This design comes from an exercise in tuning for small area on the open sky130 flow, not from production work.
The RTL of this run was laid out without a check of its function.
Power and IR drop assume default switching activity.

$ cat flow/config.mk
export PLATFORM = sky130hd
export DESIGN_NAME = DisplayModule
export DESIGN_NICKNAME = DisplayModule
export VERILOG_FILES = /design/flow/design.v
export SDC_FILE = /design/flow/constraint.sdc
export NUM_CORES = 4
export LEC_CHECK = 0
export CAP_MARGIN = 20
export CORE_MARGIN = 2
export CORE_UTILIZATION = 40
export SLEW_MARGIN = 20
$ cat flow/constraint.sdc
create_clock -name core_clock -period 10.0 [get_ports {clk}]
set_input_delay 2.0000 -clock core_clock [delete_from_list [all_inputs] [get_ports {clk}]]
set_output_delay 2.0000 -clock core_clock [all_outputs]
set_load 0.01 [all_outputs]
$ cat flow/design.v
`timescale 1ns / 1ps
module hexto7segment(
    input [3:0] x,
    output reg [6:0] r
    );
    always@(*)
        case (x)
            4'b0000 : r = 7'b0000001;
            4'b0001 : r = 7'b1001111;
            4'b0010 : r = 7'b0010010;
            4'b0011 : r = 7'b0000110;
            4'b0100 : r = 7'b1001100;
            4'b0101 : r = 7'b0100100;
            4'b0110 : r = 7'b0100000;
            4'b0111 : r = 7'b0001111;
            4'b1000 : r = 7'b0000000;
            4'b1001 : r = 7'b0001100;
            4'b1010 : r = 7'b0001000;
            4'b1011 : r = 7'b1100000;
            4'b1100 : r = 7'b0110001;
            4'b1101 : r = 7'b1000010;
            4'b1110 : r = 7'b0110000;
            4'b1111 : r = 7'b0111000;
        endcase
endmodule
`timescale 1ns / 1ps
module FourDigitOut(
    input [3:0] dig0,
    input [3:0] dig1,
    input [3:0] dig2,
    input [3:0] dig3,
    input [1:0] decimal,
    input clk,
    input en,
    input rst,
    output reg [6:0] sev_seg,
    output reg [3:0] an,
    output reg dp
    );
    wire [6:0] a,b,c,d;
    hexto7segment h0(.x(dig0), .r(a));
    hexto7segment h1(.x(dig1), .r(b));
    hexto7segment h2(.x(dig2), .r(c));
    hexto7segment h3(.x(dig3), .r(d));
    always@(posedge clk)
        if(rst) begin
            an <= 4'b0000;
            sev_seg <= 7'b0000000;
            dp <= 1'b0;
        end else if(en)
        case(an)
        4'b1110: begin 
                    an <= 4'b1101;
                    sev_seg <= b;
                    dp <= (decimal == 2'b01) ? 1'b0 : 1'b1;
                 end
        4'b1101: begin
                    an <= 4'b1011;
                    sev_seg <= c;
                    dp <= (decimal == 2'b10) ? 1'b0 : 1'b1;
                 end
        4'b1011: begin
                    an <= 4'b0111;
                    sev_seg <= d;
                    dp <= (decimal == 2'b11) ? 1'b0 : 1'b1;
                 end
        4'b0111: begin
                    an <= 4'b1110;
                    sev_seg <= a;
                    dp <= 1'b1;
                 end
        default: begin
                    an <= 4'b1110;
                    sev_seg <= a;
                    dp <= 1'b1;
                 end
        endcase
endmodule
module BCD_Adder_4 (
input [3:0] X,
input [3:0] Y,
input [3:0] Cin,
output [3:0]Z,
output[3:0] Cout);
wire [4:0] S;
assign S = X[3:0] + Y[3:0] + Cin[3:0];
assign Z = (S > 9) ? S[3:0] + 6 : S[3:0];
assign Cout = (S > 9) ? 4'b0001 : 4'b0000;
endmodule
module BCD_Adder_16(
input [15:0]X,
input [15:0]Y,
output [15:0]out,
output [3:0]Cout);
wire [3:0] C1,C2,C3;
wire [15:0] Z;
BCD_Adder_4 B1 ( X[3:0],Y[3:0],4'b0000,Z[3:0],C1);
BCD_Adder_4 B2 ( X[7:4],Y[7:4],C1,Z[7:4],C2);
BCD_Adder_4 B3 ( X[11:8],Y[11:8],C2,Z[11:8],C3);
BCD_Adder_4 B4 ( X[15:12],Y[15:12],C3,Z[15:12],Cout);
assign out = (Cout==0) ?  Z : 16'b1001100110011001;
endmodule
module Control4Adder(
input loadBCD,
input reset1,
input reset2,
input buttonU,
input buttonL,
input buttonR,
input buttonD,
input [15:0]Y,
output [15:0]adder_out,
output [3:0]Cout
);
wire [15:0]X;
wire [15:0]Z;
wire [15:0]Y2;
wire [3:0] button;
wire [1:0] reset;
reg [15:0] X1;
reg [15:0] Z1;
reg [15:0] Y1;
assign button = {buttonU,buttonL,buttonR,buttonD};
assign reset = {reset1,reset2};
always @(*)
begin
    if(loadBCD)
    Y1=Y;
    else
    Y1=0; 
end
assign Y2 = Y1;
always @(*)
begin 
		case(button)
		4'b1000: X1=16'b0000000000010000;
		4'b0100: X1=16'b0000000110000000;
		4'b0010: X1=16'b0000001000000000;
		4'b0001: X1=16'b0000010101010000;
		default: X1=0;
		endcase
end
assign X = X1;
assign adder_out = (~reset1 && ~reset2) ?  Z : Z1;
BCD_Adder_16 B5 (X, Y2, Z, Cout);
always @(*)
begin 
	case(reset)
        2'b10: Z1=16'b0000000000010000;
	    2'b01: Z1=16'b0000001000000101;
	default:Z1=0;
	endcase
end 
endmodule
`timescale 1ns / 1ps
module BCDCounter #(parameter div_bits = 26, parameter div_factor = 100000000) (
    input clk,
    input Enable,
    input Load,
    input Up,
    input Clr,
    input [3:0] D,
    output reg [3:0] Q,
    output C0
    );
    reg [div_bits:0] divider;
    wire div0 = (divider == 0) ? 1'b1 : 1'b0;
    always @ (posedge clk) begin
        if(Clr)
            divider <= 0;
        else if(divider < div_factor - 1)
            divider <= divider + 1;
        else
            divider <= 0;
    end
    always @ (posedge clk) 
    begin    
        if (Clr == 1'b1)
            Q <= 0;
        else begin
            if(Load)
                Q <= D;
            else if(!Load && Enable && Up && div0)
                Q <= (Q == 4'b1001) ? 4'b0000 : (Q + 1);
            else if(!Load && Enable && !Up && div0)
                Q <= (Q == 4'b0000) ? 4'b1001 : (Q - 1); 
            else
                Q <= Q;            
        end
    end
    assign C0 = ((Enable && Up && Q == 4'b1001) || (Enable && !Up && Q == 4'b0000)) ? 1'b1 : 1'b0;
endmodule
`timescale 1ns / 1ps
module FourDigBCD #(parameter div_bits = 26, parameter div_factor = 100000000) (
    input Clr,
    input clk,
    input Enable,
    input Load,
    input Up,
    input  [15:0] D,
    output [15:0] Q,
    output CO
    );
    wire C01, C02, C03, C04;
    BCDCounter #(div_bits, div_factor) b1(clk, Enable, Load, Up, Clr, D[3:0], Q[3:0], C01);
    BCDCounter #(div_bits, div_factor) b2(clk, C01, Load, Up, Clr, D[7:4], Q[7:4], C02);
    BCDCounter #(div_bits, div_factor) b3(clk, C02, Load, Up, Clr, D[11:8], Q[11:8], C03);
    BCDCounter #(div_bits, div_factor) b4(clk, C03, Load, Up, Clr, D[15:12], Q[15:12], C04);
    assign CO = (Enable && Up && Q == 16'h9999) || (Enable && !Up && Q == 16'h0000) ? 1'b1 : 1'b0;
endmodule
`timescale 1ns / 1ps
module SynchSinglePulse(
    input buttonIn,
    input button_en,
    input clk,
    input rst,
    output stableButton
    );
    reg synch0, synch1, synch2;
    reg synch00, synch01, synch10;
    wire debouncedButton;
    always@(posedge clk) begin
        if(rst) begin
            synch0 <= 1'b0;
            synch1 <= 1'b0;
            synch2 <= 1'b0;
        end else if(button_en) begin
            synch0 <= buttonIn;
            synch1 <= synch0;
            synch2 <= synch1;
        end
    end
    assign debouncedButton = !synch2 & synch1;
    always@(posedge clk) begin
        if(rst) begin
            synch00 <= 1'b0;
            synch01 <= 1'b0;
            synch10 <= 1'b0;
        end else begin
            synch00 <= debouncedButton;
            synch01 <= synch00;
            synch10 <= synch01;
        end
    end
    assign stableButton = !synch10 & synch01;
endmodule
`timescale 1ns / 1ps
module ClkDivider #(parameter num_bits = 31, parameter div_factor = 100000000) (
    input inclk,
    input rst,
    output reg outclk,
    output rise
    );
    wire reset;
    reg [num_bits:0] divider;
    assign reset = (divider == (div_factor >> 1)) ? 1'b1 : 1'b0;
    assign rise = reset & ~outclk;
    always@(posedge inclk) begin
        if(rst) begin
            outclk <= 1'b0;
            divider <= 0;
        end else if(reset) begin
            outclk <= outclk ^ reset;
            divider <= 0;
        end else begin
            divider <= (divider + 1);
        end
    end
endmodule
`timescale 1ns / 1ps
module DisplayModule(
    input clk,
    input rst,
    input buttonU,
    input buttonL,
    input buttonR,
    input buttonD,
    input sw0,
    input sw1,
    output [3:0] an,
    output [6:0] sev_seg,
    output dp
    );
    localparam CLK_HZ = 32768;
    reg [1:0] Sw0Reg, Sw1Reg;
    reg BCDEnable;
    reg [6:0] sevSeg2Hz, sevSeg1Hz;
    wire clk30Hz, clk2Hz, clk240Hz;
    wire en30Hz, en2Hz, en240Hz;
    wire stableButtonU, stableButtonL, stableButtonR, stableButtonD;
    wire loadBCD, CO;
    wire [6:0] sevSegOut;
    wire [15:0] newBCD, parkingTime;
    wire [3:0] Cout;
    ClkDivider #(9, CLK_HZ / 30) c0 (clk, rst, clk30Hz, en30Hz);
    ClkDivider #(13, CLK_HZ / 2) c1 (clk, rst, clk2Hz, en2Hz);
    ClkDivider #(6, CLK_HZ / 240) c2 (clk, rst, clk240Hz, en240Hz);
    SynchSinglePulse ssp0(buttonU, en30Hz, clk, rst, stableButtonU);
    SynchSinglePulse ssp1(buttonL, en30Hz, clk, rst, stableButtonL);
    SynchSinglePulse ssp2(buttonR, en30Hz, clk, rst, stableButtonR);
    SynchSinglePulse ssp3(buttonD, en30Hz, clk, rst, stableButtonD);
    always@(posedge clk) begin
        if(rst) begin
            Sw0Reg <= 2'b00;
            Sw1Reg <= 2'b00;
        end else begin
            Sw0Reg[0] <= sw0;
            Sw0Reg[1] <= Sw0Reg[0];     
            Sw1Reg[0] <= sw1;
            Sw1Reg[1] <= Sw1Reg[0];
        end
    end
    assign loadBCD = stableButtonU | stableButtonL | stableButtonR |stableButtonD | Sw1Reg[1] | Sw0Reg[1];
    FourDigBCD #(14, CLK_HZ) M1 (rst, clk, BCDEnable, loadBCD, 1'b0, newBCD, parkingTime, CO);
    Control4Adder M2 (loadBCD, sw0, sw1, stableButtonU, stableButtonL, stableButtonR, stableButtonD, parkingTime, newBCD, Cout);
    FourDigitOut M3 (parkingTime[3:0], parkingTime[7:4], parkingTime[11:8], parkingTime[15:12], 2'b00, clk, en240Hz, rst, sevSegOut, an, dp);
    always@(*) begin
        if(parkingTime > 0 && loadBCD == 0)
            BCDEnable = 1'b1;
        else
            BCDEnable = 1'b0;
    end
    always@(*) begin
        if(parkingTime <= 16'h0200 && loadBCD == 0 && parkingTime > 0)
            sevSeg2Hz = (parkingTime[0]) ? 7'h7F : 0;
        else
            sevSeg2Hz = 0;
    end
    always@(posedge clk) begin
        if(rst)
            sevSeg1Hz <= 0;
        else if(en2Hz) begin
            if(parkingTime == 0)
                sevSeg1Hz <= (sevSeg1Hz == 7'h7F) ? 0 : 7'h7F;
            else
                sevSeg1Hz <= 0;
        end
    end
    assign sev_seg = sevSeg2Hz | sevSeg1Hz | sevSegOut;
endmodule
$ cat flow/run.sh
#!/bin/bash
# synth_recipe.tcl (not shown) runs the flow's synth.tcl, then flattens the netlist and writes it again
# the make line also repeats each setting of config.mk as NAME=value (left out here)
make -C /OpenROAD-flow-scripts/flow DESIGN_CONFIG=/design/flow/config.mk WORK_HOME=/design/flow/orfs CLKGATE_MAP_FILE= SYNTH_SCRIPT=/design/flow/synth_recipe.tcl finish
==> flow_metrics.tcl <==
set metrics [dict create \
    worstSetupStartpoint "ssp0.synch10" \
    antenna_found_initial 0 \
    drt_iter0_drc 369 \
    switching_share 0.313 \
    root_buffer "clkbuf_16" \
    leakage_nw 4.08 \
    mappedNetlistArea_um2 9320 \
    powerDensity_nw_per_um2 181 \
    seqPwrFrac 0.431 \
    period_needed_ns 8.57 \
    crit_fanout 20 \
    synthDistinctLibCells 80 \
    intPower_mw 1.28 \
    ff2ff_path_depth 34 \
    cts_setup_buffers 0 \
    instances_no_fill 1421 \
    clock_skew_ns 0.00955 \
    crit_slowest_cell "o21ai_0" \
    critPathCaptureType "register" \
    grt_max_degree 59 \
    crit_cells 34 \
    reg2reg_slack_ns 1.43 \
    cts.repair.resized 0 \
    cp.buffers_inverters 3 \
    fillers 2206 \
    cts_tree "built" \
    synth_async_sr_flop_share 0 \
    multi_input_area_um2 5270 \
    status "no timing/DRC/antenna violations" \
    r2r-start "ssp0.synch10" \
    crit_arrival_ns 8.89 \
    initial_core_util 0.409 \
    ir_drop_v 0.0000980 \
    cap_violations 0 \
    setup_tns_ns 0 \
    final-hold-violation-count 0 \
    fp.dieH_um 157 \
    die_w_um 157 \
    grt_pass1_wl_mm 32.0 \
    antenna_cells 0 \
    start_kind "register" \
    syn_area_per_cell_um2 8.51 \
    core_um2 22800 \
    drcViolationCount 0 \
    grtUsageTotal 0.161 \
    setup_viol 0 \
    cts_buffer_depth 2 \
    grt_overflow 0 \
    io-pin-count 20 \
    drt.antenna.violating_nets 0 \
    detail_route.wl_per_cell_um 13.2 \
    r2r-end "M3.b[3]" \
    worst_path_dominant_cell_family "adder cells" \
    hold_path_class "reg2reg" \
    synth_warnings 9 \
    path_clk_slew_ns 0.07 \
    path_class "reg2reg" \
    power_frac_clock 0.362 \
    worst_pin_slew_ns 1.01 \
    gp_congestion 0.914 \
    cts_buffers 17 \
    ys_ff_latch 179 \
    yosysTopAreaCellShare 0.385 \
    vias 7148 \
    h-tree-depth 4 \
    fin_nets 1159 \
    design.die.area_um2 24500 \
    ys.flop_type "dfxtp_1" \
    hpwl_mm 13.2 \
    relSlewSlack 0.324 \
    synth_seq_area_share 0.385 \
    fp-row-count 55 \
    place_inst 1388 \
    grt_pass1_vias 6521 \
    port_buffers 19 \
    yosys-top-cells-count "nor2_1 (189), dfxtp_1 (179), nand2_1 (73), inv_1 (61), nand3_1 (54)" \
    p_switching_mw 0.586 \
    drt-pass1-iter-count 5 \
    cts_num_sinks 179 \
    syn-num-nets 1159 \
    synth_edf_count 0 \
    endpoint "M3.b[3]" \
    synth_area_leaders "dfxtp_1 (38%), nor2_1 (7.6%), ha_1 (7.1%), xor2_1 (4.6%), xnor2_1 (3.7%)" \
    maxSlewViolCount 0 \
    slowest_delay_ns 0.55 \
    netlist_instances 1095 \
    fmaxAchievable_mhz 117 \
    regArea_um2 3580 \
    worstPathRequired_ns 10.32 \
    power_mw 1.87 \
    clk_latency_ns 0.44 \
    area_growth_pct 10.8 \
    rsz0062_at_grt "false" \
    hold_buffers 0 \
    share_comb_of_total_power 0.207 \
    timing.final.crit_share 0.857 \
    hold-path-cell-count 1 \
    routed_wl_mm 18.8 \
    synth_top_cell_by_area "dfxtp_1" \
    viasPerCell 5.03 \
    synthMostInstantiatedCell "nor2_1" \
    layout-drive-gt1-share 0.0623 \
]
## how the worst min path moves through the flow
stage                start      endpoint  slack [ns]
4_1_cts        ssp3.synch2  ssp3.synch00        0.42
3_5_place_dp   ssp3.synch2  ssp3.synch00        0.41
2_1_floorplan  ssp0.synch2  ssp0.synch00        0.40
5_1_grt        ssp3.synch2  ssp3.synch00        0.44
3_3_place_gp   ssp3.synch2  ssp3.synch00        0.41
6_report       ssp3.synch2  ssp3.synch00        0.42
## through the flow
step | hold slack [ns] | utilization | worst slack (ns) | cell area [um2]
6_report | 0.420 | 0.453 | 1.43 | 10300
5_1_grt | 0.439 | 0.453 | 0.647 | 10300
4_1_cts | 0.418 | 0.453 | 1.56 | 10300
3_5_place_dp | 0.407 | 0.426 | 1.58 | 9710
3_3_place_gp | 0.405 | 0.426 | 1.85 | 9710
2_1_floorplan | 0.397 | - | 2.59 | 9320
## sequential cells by signal (all words and copies together) (netlist names), 2 cells and up
name           flops
M3.a               7
c2.divider         7
Sw1Reg             2
M3.b               7
M3.an              4
Sw0Reg             2
M1.b2.Q            4
M1.b3.Q            4
M1.b2.divider     15
M1.b1.Q            4
M3.d               7
c0.divider        10
c1.divider        14
M3.c               7
M3.sev_seg         7
M1.b4.Q            4
M1.b4.divider     15
M1.b1.divider     15
M1.b3.divider     15
## final cells by class
| type | instances | share of cell area |
|---|---|---|
| Clock buffer | 18 | 0.0426 |
| Tap cell | 313 | 0.0380 |
| Inverter | 62 | 0.0233 |
| Sequential cell | 179 | 0.347 |
| Clock inverter | 14 | 0.0162 |
| Multi-Input combinational cell | 811 | 0.511 |
| Timing Repair Buffer | 24 | 0.0216 |
## routing by layer
layer,vias to the layer above,track usage,routed length (um)
met4,0,0.0489,219
met3,14,0.0335,638
met1,3277,0.223,9500
li1,3746,-,-
met2,111,0.252,8450
met5,-,0,0
## power groups by stage
| stage | logic, mW | clock network (mW) | registers (mW) |
|---|---|---|---|
| after floorplan | 0.312 | 0 | 0.797 |
| after global placement | 0.380 | 0 | 0.823 |
| after detailed placement | 0.382 | 0 | 0.822 |
| final | 0.386 | 0.676 | 0.806 |
| after global routing | 0.432 | 0.726 | 0.812 |
| after CTS | 0.385 | 0.699 | 0.806 |
## logic make-up after synthesis
group / count (synthesis) / share of synthesized area
AOI/OAI and AO/OA: 151 / 0.115
xor gates and xnor gates: 88 / 0.0827
adders and majority gates: 56 / 0.0776
buffers and inverters: 105 / 0.0493
DFF: 179 / 0.385
muxes: 31 / 0.0341
and+or+nand+nor: 485 / 0.257
## cells in the final DEF, fill, tap and decap left out, types with 6 or more instances in the layout
| master | count |
|---|---|
| clkdlybuf4s50_1 | 18 |
| nand4_1 | 11 |
| nand3b_1 | 7 |
| or2_2 | 6 |
| nor4_1 | 16 |
| o21ai_0 | 23 |
| nor3_1 | 18 |
| nand2_1 | 73 |
| inv_1 | 61 |
| and3_1 | 23 |
| o211ai_1 | 9 |
| dfxtp_1 | 179 |
| nor2b_1 | 21 |
| nand2b_1 | 14 |
| mux2_2 | 6 |
| xor2_1 | 49 |
| a22oi_1 | 11 |
| xnor2_1 | 39 |
| clkbuf_16 | 17 |
| and2_1 | 11 |
| nand3_1 | 54 |
| nor2_1 | 189 |
| or3_1 | 8 |
| mux2i_1 | 25 |
| a211oi_1 | 7 |
| nor3b_1 | 9 |
| a21oi_1 | 36 |
| ha_1 | 53 |

==> re-timing with driven ports <==
No port has a modelled driver above. Below, the same layout with a new extraction and two added sets of constraints.
Step 1, drivers: a clkbuf_16 drives clk and a buf_2 each remaining input, both assumed.
Step 2 adds t to the input delays and takes it off the output delays; t is the mean of the earliest and latest rising clock arrival at the registers after step 1. Input paths then give back, and output paths get back, about the clock's delay inside the block.
Three values: no drivers, after step 1, after step 2; two values: the first two.
shift t [ns]: 0.477
setup WS [ns]: 1.434 / 1.434 / 1.434
worst hold slack (ns): 0.420 / 0.420 / 0.420
clock arrival spread, ns: 0.010 / 0.009
cell pins on the clock port's net: 1
After both steps setup and hold are still met in this run. For this run, drivers alone change the setup slack by 0.000 ns; drivers and shift together by 0.000 ns.
